Context: an optimization exercise on an open-source flow, tuned for small area. The choices shown serve that exercise and are no tape-out recipe. The RTL was checked by simulation tests, not by an equivalence proof against the original design. Power and IR drop assume default switching activity.

==> flow/design.v <==
module lpf_stage_sub	(	in_n,
				w_n,
				v,
				k,
				d_n);
input	[19:0]	in_n;
input	[19:0]	w_n;
input	[19:0]	v;
input	[3:0]	k;
output	[20:0]	d_n;
wire	[19:1]	s_n;
wire	[14:0]	keep;
wire	[20:0]	vm;
genvar j;
generate
	for (j = 0; j < 15; j = j + 1) begin : g_m
		assign keep[j] = (k <= j);
	end
endgenerate
assign vm = {v[19], v[19:15], v[14:0] & keep};
lpf_add_s	ADD_S	(	.x(in_n),
				.y(w_n),
				.s(s_n));
lpf_add_d	ADD_D	(	.x({s_n[19], s_n[19], s_n[19:1]}),
				.y(vm),
				.s(d_n));
endmodule
module lpf_stage_acc	(	v,
				d,
				k,
				en,
				vn);
input	[19:0]	v;
input	[20:0]	d;
input	[3:0]	k;
input		en;
output	[19:0]	vn;
wire		s8 = en & k[3];
wire		s0 = en & !k[3];
wire	[20:0]	t1, t2, t3, t4;
genvar j;
generate
	for (j = 0; j < 21; j = j + 1) begin : g_sh
		assign t1[j] = k[0] ? d[(j + 1 > 20) ? 20 : j + 1] : d[j];
		assign t2[j] = k[1] ? t1[(j + 2 > 20) ? 20 : j + 2] : t1[j];
		assign t3[j] = k[2] ? t2[(j + 4 > 20) ? 20 : j + 4] : t2[j];
		assign t4[j] = (s8 & t3[(j + 8 > 20) ? 20 : j + 8]) | (s0 & t3[j]);
	end
endgenerate
lpf_add_v	ADD_V	(	.x(v),
				.y(t4[19:0]),
				.s(vn));
endmodule
module lpf_add_s	(	x,
			y,
			s);
input	[19:0]	x;
input	[19:0]	y;
output	[19:1]	s;
wire	[20:1]	c;
assign c[1] = x[0] | y[0];
genvar j;
generate
	for (j = 1; j < 20; j = j + 1) begin : g_s
		assign s[j] = x[j] ^ y[j] ^ c[j];
		assign c[j+1] = (x[j] & y[j]) | (c[j] & (x[j] ^ y[j]));
	end
endgenerate
endmodule
module lpf_add_d	(	x,
			y,
			s);
input	[20:0]	x;
input	[20:0]	y;
output	[20:0]	s;
wire	[21:0]	c;
assign c[0] = 1'b0;
genvar j;
generate
	for (j = 0; j < 21; j = j + 1) begin : g_d
		assign s[j] = x[j] ^ y[j] ^ c[j];
		assign c[j+1] = (x[j] & y[j]) | (c[j] & (x[j] ^ y[j]));
	end
endgenerate
endmodule
module lpf_add_v	(	x,
			y,
			s);
input	[19:0]	x;
input	[19:0]	y;
output	[19:0]	s;
wire	[20:0]	c;
assign c[0] = 1'b0;
genvar j;
generate
	for (j = 0; j < 20; j = j + 1) begin : g_v
		assign s[j] = x[j] ^ y[j] ^ c[j];
		assign c[j+1] = (x[j] & y[j]) | (c[j] & (x[j] ^ y[j]));
	end
endgenerate
endmodule
module lpf_cascade	(	clk,
				rst,
				sample_clk,
				k,
				vin,
				vout,
				vout_valid);
input		clk;
input		rst;
input		sample_clk;
input	[3:0]	k;
input	[13:0]	vin;
output	[19:0]	vout;
output		vout_valid;
reg		sample_clk_old;
reg	[13:0]	vin_h;
reg	[3:0]	k_h;
reg	[4:0]	ph;
reg		clr;
reg		pend;
reg		run;
reg		run2;
reg	[19:0]	V0, V1, V2, V3, V4;
reg	[19:0]	W0, W1, W2, W3, W4;
reg		d20;
wire		sample = sample_clk & !sample_clk_old;
wire		ph4 = ph[4];
wire	[19:0]	x = {vin_h, 6'b000000};
wire	[19:0]	in_n = ~(ph4 ? x : V1);
wire		w3_x = run2 & ph[0];
wire		w3_v = run2 & !ph[0];
wire		w3_w = !(run2 | clr);
wire	[20:0]	d_n;
wire	[19:0]	vn;
lpf_stage_sub	SUB	(	.in_n(in_n),
				.w_n(W0),
				.v(V0),
				.k(k_h),
				.d_n(d_n));
lpf_stage_acc	ACC	(	.v(V4),
				.d({d20, W4}),
				.k(k_h),
				.en(run2),
				.vn(vn));
assign vout = V3;
assign vout_valid = run & ph[2];
always @(posedge clk) begin
	sample_clk_old <= sample_clk & !rst;
	if (sample) begin
		vin_h <= vin;
		k_h <= k;
	end
	if (rst) begin
		ph <= 5'b00001;
		clr <= 1'b1;
		pend <= 1'b0;
		run <= 1'b0;
		run2 <= 1'b0;
	end else begin
		ph <= {ph[3:0], ph[4]};
		if (ph4) begin
			clr <= 1'b0;
			run <= pend | sample;
			pend <= 1'b0;
		end else begin
			pend <= pend | sample;
		end
		run2 <= run;
	end
	d20 <= !d_n[20];
	V0 <= V1;
	V1 <= V2;
	V2 <= V3;
	V3 <= (rst | clr) ? 20'd0 : vn;
	V4 <= V0;
	W0 <= W1;
	W1 <= W2;
	W2 <= W3;
	W3 <= ~(({20{w3_x}} & x) | ({20{w3_v}} & V0) | ({20{w3_w}} & W4));
	W4 <= ~(run ? d_n[19:0] : W0);
end
endmodule
Settings: LEC_CHECK=0, ABC_AREA=1, CAP_MARGIN=20, CORE_MARGIN=2, CORE_UTILIZATION=65, GPL_ROUTABILITY_DRIVEN=0, GPL_TIMING_DRIVEN=0, PLACE_DENSITY=0.8, SLEW_MARGIN=20, SYNTH_HIERARCHICAL=1, SYNTH_MINIMUM_KEEP_SIZE=0; clock period 10.0 ns.
standard.sh (not shown) runs the stock make flow with config.mk's settings and CLKGATE_MAP_FILE= SYNTH_SCRIPT=/design/flow/synth_recipe.tcl, a recipe that flattens the netlist after the stock synthesis.
==> flow/flow/run.sh <==
#!/bin/bash
# The standard layout (standard.sh) with three changes:
#  - synthesis uses ORFS's own scripts unchanged except ABC's area script,
#    which maps for area only (amap) instead of map with buffering and
#    sizing for delay; registers are mapped exactly as the standard
#    synthesis maps them (dfflibmap runs before ABC);
#  - each port gets a single buf_1 buffer;
#  - the clock tree is built from clkbuf_4 cells without dummy loads.
# Each tool's output goes to its own log file in this folder.
set -euo pipefail
rm -rf scripts_local
cp -r "$FLOW_HOME/scripts" scripts_local
printf 'strash\ndch\namap -F 4 -A 8\ntopo\n' > scripts_local/abc_area.script
SCRIPTS_DIR="$PWD/scripts_local" bash standard.sh synth > synth.log 2>&1
export BUFFER_PORTS_ARGS="-buffer_cell sky130_fd_sc_hd__buf_1"
export CTS_ARGS="-sink_clustering_enable -repair_clock_nets -dont_use_dummy_load -buf_list {sky130_fd_sc_hd__clkbuf_4} -sink_clustering_size 10 -sink_clustering_max_diameter 40"
bash standard.sh > standard.log 2>&1
Edit:
--- a/flow/design.v
+++ b/flow/design.v
@@ -32,23 +32,22 @@
 				vn);
 input	[19:0]	v;
 input	[20:0]	d;
-input	[3:0]	k;
+input	[2:0]	k;
 input		en;
 output	[19:0]	vn;
-wire		s8 = en & k[3];
-wire		s0 = en & !k[3];
-wire	[20:0]	t1, t2, t3, t4;
+wire		s4 = en & k[2];
+wire		s0 = en & !k[2];
+wire	[20:0]	t1, t2, t3;
 genvar j;
 generate
 	for (j = 0; j < 21; j = j + 1) begin : g_sh
 		assign t1[j] = k[0] ? d[(j + 1 > 20) ? 20 : j + 1] : d[j];
 		assign t2[j] = k[1] ? t1[(j + 2 > 20) ? 20 : j + 2] : t1[j];
-		assign t3[j] = k[2] ? t2[(j + 4 > 20) ? 20 : j + 4] : t2[j];
-		assign t4[j] = (s8 & t3[(j + 8 > 20) ? 20 : j + 8]) | (s0 & t3[j]);
+		assign t3[j] = (s4 & t2[(j + 4 > 20) ? 20 : j + 4]) | (s0 & t2[j]);
 	end
 endgenerate
 lpf_add_v	ADD_V	(	.x(v),
-				.y(t4[19:0]),
+				.y(t3[19:0]),
 				.s(vn));
 endmodule
 module lpf_add_s	(	x,
@@ -133,6 +132,15 @@
 wire		w3_w = !(run2 | clr);
 wire	[20:0]	d_n;
 wire	[19:0]	vn;
+wire	[19:0]	d_n8;
+wire		w4_8 = run & k_h[3];
+wire		w4_0 = run & !k_h[3];
+genvar j;
+generate
+	for (j = 0; j < 20; j = j + 1) begin : g_d8
+		assign d_n8[j] = d_n[(j + 8 > 20) ? 20 : j + 8];
+	end
+endgenerate
 lpf_stage_sub	SUB	(	.in_n(in_n),
 				.w_n(W0),
 				.v(V0),
@@ -140,7 +148,7 @@
 				.d_n(d_n));
 lpf_stage_acc	ACC	(	.v(V4),
 				.d({d20, W4}),
-				.k(k_h),
+				.k(k_h[2:0]),
 				.en(run2),
 				.vn(vn));
 assign vout = V3;
@@ -178,6 +186,6 @@
 	W1 <= W2;
 	W2 <= W3;
 	W3 <= ~(({20{w3_x}} & x) | ({20{w3_v}} & V0) | ({20{w3_w}} & W4));
-	W4 <= ~(run ? d_n[19:0] : W0);
+	W4 <= ~(({20{w4_8}} & d_n8) | ({20{w4_0}} & d_n[19:0]) | ({20{!run}} & W0));
 end
 endmodule
What happened: Die area drops by about 1.3%; final area drops by 0.36%; clock power climbs by about 2%; utilization climbs by 0.37 points; final cell count drops by about 4.3%; via count drops by 1.0%; non-clock buffer count drops by 2; sequential share of layout area climbs by 0.21 points; wire length climbs by about 1.2%.

==> re-timing with driven ports <==
How much do the figures lean on ideal ports? The routed layouts below were timed once more, with nothing changed but the port constraints. Step 1, drivers: a clkbuf_16 drives clk and a buf_2 each remaining input, both assumed. Step 2 moves the port delays by t, midway between the first and last clock arrival at a register: inputs arrive t later, outputs are due t later. That takes back most of the time a late clock gives input paths. a / b / c = ideal ports / drivers / drivers and shift; a / b = the first two.
| run | shift t [ns] | slack for setup (ns) | worst data-port slew with drivers (ns) | cell pins on the clock port's net |
|---|---|---|---|---|
| the first run | 0.652 | 0.239 / 0.239 / 0.239 | 0.03 | 1 |
| the second run | 0.651 | 0.225 / 0.225 / 0.225 | 0.04 | 1 |
After both steps setup and hold are still met in every run listed.
